From an optimization exercise on the open Yosys and OpenROAD flow, aimed at small area; shortcuts taken in it are not production practice. Only simulation tests tie the RTL to the original design; equivalence was not proved. Power and IR drop assume default switching activity.

## main
module main( 
   gain, leds, pwm_out, shutdown_b,
   buttons, clk, rst
   );
For scale: ~920 cells after synthesis, roughly 11 I/O pins, ~0.0080 mm² of cells after synthesis.
==> flow/config.mk <==
export PLATFORM = sky130hd
export DESIGN_NAME = main
export DESIGN_NICKNAME = main
export VERILOG_FILES = /design/flow/design.v
export SDC_FILE = /design/flow/constraint.sdc
export NUM_CORES = 4
export LEC_CHECK = 0
export CAP_MARGIN = 20
export CORE_MARGIN = 2
export CORE_UTILIZATION = 70
export SLEW_MARGIN = 20
export SYNTH_MEMORY_MAX_BITS = 16384
==> flow/constraint.sdc <==
create_clock -name core_clock -period 10.0 [get_ports {clk}]
set_input_delay 2.0000 -clock core_clock [delete_from_list [all_inputs] [get_ports {clk}]]
set_output_delay 2.0000 -clock core_clock [all_outputs]
set_load 0.01 [all_outputs]
standard.sh (not shown) runs the stock make flow with config.mk's settings and CLKGATE_MAP_FILE= SYNTH_SCRIPT=/design/flow/synth_recipe.tcl, a recipe that flattens the netlist after the stock synthesis.
==> flow/flow/run.sh <==
#!/bin/bash
# Own layout flow: the standard synthesis, then the combinational logic
# between the flip-flops is re-mapped by ABC for area (flip-flops, their
# names and cell types untouched), checked equivalent by a SAT miter with the
# flip-flops cut, and the standard layout steps run on the result.
# Each tool's output goes to a log file in the work folder.
set -euo pipefail
W=$PWD
F=$W/flow
LIB=$FLOW_HOME/platforms/sky130hd/lib/sky130_fd_sc_hd__tt_025C_1v80.lib
YOSYS=${YOSYS_EXE:-$(command -v yosys || echo $FLOW_HOME/../tools/install/yosys/bin/yosys)}
R=$W/orfs/results/$FLOW_PLATFORM/main/base

bash standard.sh synth > $W/log_1_standard_synth.txt 2>&1
cp $R/1_2_yosys.v $W/synth_standard.v

# Four ABC runs with different seeds in parallel; the smallest that is
# proven equivalent is used.
python3 $F/cutff.py $W/synth_standard.v $W/eq_gold.v gold
for k in 1 2 3 4; do
  (
    sed -e "s|@SEED@|$k|" $F/area.abc > $W/area_$k.abc
    sed -e "s|@LIB@|$LIB|g" -e "s|@IN@|$W/synth_standard.v|g" -e "s|@OUT@|$W/synth_reopt_$k.v|g" \
        -e "s|@ABC@|$W/area_$k.abc|g" $F/reopt.tcl > $W/reopt_run_$k.tcl
    if $YOSYS -c $W/reopt_run_$k.tcl > $W/log_2_reopt_$k.txt 2>&1; then
      python3 $F/cutff.py $W/synth_reopt_$k.v $W/eq_gate_$k.v gate
      sed -e "s|@LIB@|$LIB|g" -e "s|@GOLD@|$W/eq_gold.v|g" -e "s|@GATE@|$W/eq_gate_$k.v|g" \
          $F/equiv.tcl > $W/equiv_run_$k.tcl
      if $YOSYS -c $W/equiv_run_$k.tcl > $W/log_3_equiv_$k.txt 2>&1 \
         && grep -q "SUCCESS" $W/log_3_equiv_$k.txt \
         && ! grep -q 'assign .*\(>>\|[&|^~]\)' $W/synth_reopt_$k.v \
         && [ "$(grep -c 'sky130_fd_sc_hd__e\?dfxtp_[0-9]' $W/synth_standard.v)" = \
              "$(grep -c 'sky130_fd_sc_hd__e\?dfxtp_[0-9]' $W/synth_reopt_$k.v)" ]; then
        grep "Chip area for module '.main'" $W/log_2_reopt_$k.txt | tail -1 | awk -v k=$k '{print $NF, k}' > $W/area_$k.txt
      fi
    fi
  ) &
done
wait
ok=0
best=$(cat $W/area_*.txt 2>/dev/null | sort -g | head -1 | awk "{print \$2}" || true)
if [ -n "$best" ]; then
  cp $W/synth_reopt_$best.v $W/synth_reopt.v
  ok=1
fi
if [ $ok = 1 ]; then
  echo "re-mapped netlist $best is equivalent and smallest: using it" > $W/log_4_choice.txt; cat $W/area_*.txt >> $W/log_4_choice.txt || true
  cp $W/synth_reopt.v $R/1_2_yosys.v
  rm -f $R/1_synth.odb $R/1_synth.sdc
else
  echo "re-mapped netlist not used: standard synthesis kept" > $W/log_4_choice.txt
fi
# Clock tree: the standard arguments, with small buffers and without the
# dummy loads CTS adds to balance levels.
export CTS_ARGS="-sink_clustering_enable -repair_clock_nets -dont_use_dummy_load $(cat $F/cts_args.txt)"
# Port buffers: every input and output still gets one, of the cell named here.
if [ -f $F/buffer_ports_args.txt ]; then
  export BUFFER_PORTS_ARGS="$(cat $F/buffer_ports_args.txt)"
fi
bash standard.sh > $W/log_5_layout.txt 2>&1
Other scripts of this flow, unchanged in this note and not shown: flow/flow/area.abc, flow/flow/buffer_ports_args.txt, flow/flow/cts_args.txt, flow/flow/cutff.py, flow/flow/equiv.tcl, flow/flow/reopt.tcl
The first run passed the timing, DRC and antenna checks.
Change:
--- a/flow/design.v
+++ b/flow/design.v
@@ -1,62 +1,59 @@
 `timescale 1ns / 1ps
 module debouncer #(parameter RISE = 0)
    (input wire clk, rst, bouncy_in,
     output logic debounced_out,
     output wire  rise);
    logic [3:0] cnt;
-   wire settled = ~cnt[3] & ~cnt[2];
+   wire settled = cnt[3] & cnt[2];
    always_ff @(posedge clk) begin
       if (rst) begin
          debounced_out <= 0;
-         cnt           <= 4'd0;
+         cnt           <= 4'd12;
       end
       else if (settled) begin
-         cnt <= (bouncy_in != debounced_out) ? 4'd5 : 4'd0;
-      end
-      else if (&cnt) begin  
+         cnt <= (bouncy_in != debounced_out) ? 4'd0 : 4'd12;
+      end
+      else if (cnt[3] & cnt[1]) begin  
          debounced_out <= bouncy_in;
-         cnt           <= (RISE && bouncy_in && !debounced_out) ? 4'd1 : 4'd0;
+         cnt           <= (RISE && bouncy_in && !debounced_out) ? 4'd14 : 4'd12;
       end
       else begin
          cnt <= cnt + 1'b1;
       end
    end
-   assign rise = RISE ? cnt[0] & ~cnt[2] & ~cnt[3] : 1'b0;
+   assign rise = RISE ? (cnt[3] & cnt[2] & cnt[1]) : 1'b0;
 endmodule
 `default_nettype none
 `timescale 1ns / 100ps
 module channel #(parameter W = 9, parameter PP = 0, parameter PA = 0,
-                 parameter PB = 0, parameter LFSR = 0)
+                 parameter PB = 0)
    (input  wire       clk, rst, demo, alt,
     output logic [5:0] period);
    logic [W-1:0] counter;
    logic         clk_div;
    localparam PMAX = (PP > PA) ? ((PP > PB) ? PP : PB) : ((PA > PB) ? PA : PB);
    function automatic ge(input [W-1:0] c, input integer p);
       if (p == PMAX) ge = &(c | ~p[W-1:0]);
       else           ge = (c >= p);
    endfunction
-   wire wrap = LFSR ? (~demo | (counter == 9'b010001001))
-                    : demo ? (alt ? ge(counter, PB) : ge(counter, PA))
-                           : ge(counter, PP);
-   wire [W-1:0] counter_next = LFSR ? {counter[W-2:0], ~(counter[4] ^ counter[W-1])}
-                                    : counter + 1'b1;
+   wire wrap = demo ? (alt ? ge(counter, PB) : ge(counter, PA))
+                    : ge(counter, PP);
    always_ff @(posedge clk) begin
       if (rst) begin
          counter <= 0;
          clk_div <= 0;
          period  <= 0;
       end
       else begin
-         counter <= wrap ? 0 : counter_next;
+         counter <= wrap ? 0 : counter + 1'b1;
          clk_div <= clk_div ^ wrap;
          if (clk_div & (counter == 0)) period <= period + 1'b1;
       end
    end
 endmodule
 `default_nettype none
 `timescale 1ns / 1ps
 module main( 
    gain, leds, pwm_out, shutdown_b,
    buttons, clk, rst
    );
@@ -145,23 +142,23 @@
         3'd4: vols = 12'b10_10_10_10_11_10;
         3'd5: vols = 12'b10_10_10_10_11_11;
         3'd6: vols = 12'b01_01_01_10_10_10;
         default: vols = 12'b01_01_01_01_01_01;
       endcase
    end
    wire [5:0] p0, p1, p2, p4, p8, p12, p16, p20;
    channel #(.W(9), .PP(212), .PA(357), .PB(357)) CH0
      (.clk(clk), .rst(rst), .demo(state), .alt(1'b0), .period(p0));
    channel #(.W(9), .PP(106), .PA(357), .PB(357)) CH1
      (.clk(clk), .rst(rst), .demo(state), .alt(1'b0), .period(p1));
-   channel #(.W(9), .PP(0), .PA(357), .PB(357), .LFSR(1)) CH2
+   channel #(.W(9), .PP(0), .PA(357), .PB(357)) CH2
      (.clk(clk), .rst(rst), .demo(state), .alt(1'b0), .period(p2));
    channel #(.W(9), .PP(0), .PA(212), .PB(283)) CH4
      (.clk(clk), .rst(rst), .demo(state), .alt(row >= 3'd1), .period(p4));
    channel #(.W(8), .PP(0), .PA(212), .PB(238)) CH8
      (.clk(clk), .rst(rst), .demo(state), .alt(row >= 3'd2), .period(p8));
    channel #(.W(8), .PP(0), .PA(212), .PB(178)) CH12
      (.clk(clk), .rst(rst), .demo(state), .alt(row >= 3'd3), .period(p12));
    channel #(.W(8), .PP(0), .PA(212), .PB(141)) CH16
      (.clk(clk), .rst(rst), .demo(state), .alt(row >= 3'd4), .period(p16));
    channel #(.W(8), .PP(0), .PA(212), .PB(118)) CH20
      (.clk(clk), .rst(rst), .demo(state), .alt(row >= 3'd5), .period(p20));
Effect: The new run completed with no timing, DRC or antenna violations. Core utilization is about the same. Total power rose by 8.0%. Wire length rose by 1.2%. Synthesized cell count rose by 1.2%. Non-clock buffer count fell by 1. Hold slack got worse by 0.013 ns. Cell count rose by 0.92%. Setup slack got worse by 0.65 ns. Via count rose by 1.9%. First-iteration DRC count rose by 34%. Cell area is about the same.

## separate check: timing with driven ports
How much do the figures lean on ideal ports? The routed layouts below were timed once more, with nothing changed but the port constraints.
Step 1 assumes that a clkbuf_16 drives the clock port and a buf_2 every other input.
Step 2 also shifts input and output timing later by t, the mid clock arrival at the registers, as if the neighbouring blocks saw the same clock.
Slacks: no drivers / after step 1 / after step 2; pairs: no drivers / after step 1.
run | t (ns) | slack for setup (ns) | hold slack, ns | worst slew at a driven data input, ns | cell pins on the clock port's net
the first run | 0.486 | 5.953 / 5.954 / 5.468 | 0.430 / 0.430 / 0.430 | 0.04 | 1
the second run | 0.500 | 5.303 / 5.317 / 4.816 | 0.418 / 0.418 / 0.418 | 0.03 | 1
After both steps every run listed still meets setup and hold. For the second run, which loses most, drivers alone change the setup slack by +0.014 ns; drivers and shift together by -0.487 ns.
